This is an optimization exercise on Yosys and OpenROAD, whose aim is small area, a short achievable clock period and few clock cycles per item, not a production implementation.
In this exercise RTL edits were held to simulation tests only and were not proved equivalent to the original.

Design SHA256_controller, start of the top module:
module SHA256_controller (
	input CLOCK_50,
	input calculate,
	input [95:0] data,
	input [255:0] midstate,
	input [255:0] target,
	output [31:0] good_nonce,
	output reg done
);
	localparam [1:0] RELOAD = 2'd0, H1 = 2'd1, H2 = 2'd2, FOUND = 2'd3;
	logic [1:0] st;
	logic [6:0] rnd, rnd_n;
	logic [31:0] nonce;    
	logic slow;            
	logic e_lt, e_eq, a_lt, a_eq;
	logic edec, elt, adec, alt;
	logic dec;             
	logic acted;           
	logic r_lt, r_eq;
	logic [1:0] cr, ca;
	logic ld, ld0, ph2, lpre2, oph2, park_d, park_w;
	logic [3:0] ffe_w, ffa_w, esel, esel_n, asel_n, k;
	logic [1:0] wsel;
	logic [6:0] r60, r61, r62;
	assign r60 = rnd - 7'd60;
	assign r61 = rnd - 7'd61;
	assign r62 = rnd - 7'd62;
	always_comb begin
		rnd_n = rnd + 7'd1;
		case (st)
			RELOAD: if (rnd == 7'd61) rnd_n = 7'd0;
			H1: if (rnd == 7'd65) rnd_n = 7'd0;
			H2: if (!slow && rnd == 7'd61) rnd_n = 7'd0;
			    else if (slow && rnd == 7'd67) rnd_n = 7'd46;
			default: ;
		endcase
	end
	always_comb begin
		ld = 1'b0; ld0 = 1'b0; ph2 = 1'b0; lpre2 = 1'b0; oph2 = 1'b0;
		park_d = 1'b0; park_w = 1'b0;
		ffe_w = 4'd0; ffa_w = 4'd0;
		esel = 4'd0; esel_n = 4'd0; asel_n = 4'd0;
		wsel = 2'd0; k = rnd[3:0];
		if (rnd >= 7'd61 && rnd <= 7'd64) esel[r61[1:0]] = 1'b1;
		if (rnd >= 7'd60 && rnd <= 7'd63) esel_n[r60[1:0]] = 1'b1;
		if (rnd >= 7'd61 && rnd <= 7'd64) asel_n[r61[1:0]] = 1'b1;
		case (st)
			RELOAD: begin
				wsel = 2'd1;
				k = rnd[3:0] - 4'd14;
  ...
Settings: LEC_CHECK=0, CAP_MARGIN=20, CORE_MARGIN=2, CORE_UTILIZATION=40, SETUP_SLACK_MARGIN=5.0, SLEW_MARGIN=20, TNS_END_PERCENT=5; clock period 10.0 ns.
standard.sh (not shown) runs the stock make flow with config.mk's settings and CLKGATE_MAP_FILE= SYNTH_SCRIPT=/design/flow/synth_recipe.tcl, a recipe that flattens the netlist after the stock synthesis.
==> flow/flow/run.sh <==
#!/bin/bash
# The standard layout (the standard.sh: standard synthesis, floorplan, place,
# CTS, route, finish), with the port buffers made from buf_1 cells instead of
# the default choice, and timing repair aiming at 6.2 ns of setup slack.  make's full output goes to make.log in this folder;
# ORFS keeps each step's own log under orfs/logs.
set -euo pipefail
bash standard.sh BUFFER_PORTS_ARGS="-buffer_cell sky130_fd_sc_hd__buf_1" SETUP_SLACK_MARGIN=6.2 finish > make.log 2>&1
The first run went through all stages and came out clean.
Testbench counts at the start, summed over its fixed seeds: cycles 1,043,776, nonces 8,126.
Rerun with:
==> flow/flow/run.sh (replaced) <==
#!/bin/bash
# The standard layout (the standard.sh: standard synthesis, floorplan, place,
# CTS, route, finish), with the port buffers made from buf_1 cells instead of
# the default choice.  make's full output goes to make.log in this folder;
# ORFS keeps each step's own log under orfs/logs.
set -euo pipefail
bash standard.sh BUFFER_PORTS_ARGS="-buffer_cell sky130_fd_sc_hd__buf_1" finish > make.log 2>&1
CTS_BUF_LIST = sky130_fd_sc_hd__clkbuf_8   (was default)
CTS_CLUSTER_SIZE = 40   (was default)
TNS_END_PERCENT = default   (was 5)
Core utilization drops by 2.0 points.
Die area does not change.
Via count came out lower by 0.73%.
Routed wire length fell by 2.5%.
Count of clock-buffer cells in the layout grows by 61.
Rerun with:
==> flow/flow/run.sh (replaced) <==
#!/bin/bash
# The standard layout (the standard.sh: standard synthesis, floorplan, place,
# CTS, route, finish), with the port buffers made from buf_1 cells instead of
# the default choice, and timing repair aiming at 6.2 ns of setup slack.  make's full output goes to make.log in this folder;
# ORFS keeps each step's own log under orfs/logs.
set -euo pipefail
bash standard.sh BUFFER_PORTS_ARGS="-buffer_cell sky130_fd_sc_hd__buf_1" SETUP_SLACK_MARGIN=6.2 finish > make.log 2>&1
CTS_BUF_LIST = default   (was sky130_fd_sc_hd__clkbuf_8)
CTS_CLUSTER_SIZE = default   (was 40)
PLACE_DENSITY = 0.75   (was default)
TNS_END_PERCENT = 5   (was default)
The new run ran to the end with no violations. Global-route usage climbs by 0.56 points. Core utilization increases by 2.1 points. Final cell count climbs by about 0.4%.

[separate check: timing with driven ports]
The results above use ideal ports. As a check the final layouts listed here were re-extracted and re-timed, cells and wires unchanged.
Step 1 sets driving cells, clkbuf_16 on the clock port and buf_2 on the other inputs (assumed; they add their load-dependent delay and slew).
Step 2 adds t to the input delays and takes it off the output delays; t is the mean of the earliest and latest rising clock arrival at the registers after step 1. Input paths then give back, and output paths get back, about the clock's delay inside the block.
a / b / c = ideal ports / drivers / drivers and shift; a / b = the first two.
run | shift t [ns] | setup slack, ns | worst setup path at the end | slew at the worst register clock pin (ns) | pins driven straight from the clock port
the first run | 0.817 | 5.628 / 5.628 / 5.043 | input to register | 0.07 / 0.07 | 1
the second run | 0.995 | 5.117 / 5.117 / 5.074 | input to register | 0.07 / 0.07 | 1
the third run | 0.792 | 5.576 / 5.576 / 4.938 | input to register | 0.07 / 0.07 | 1
After both steps setup and hold are still met in every run listed. The setup slack of the third run, which loses most, moves by 0.000 ns with the drivers and by -0.638 ns with both steps.
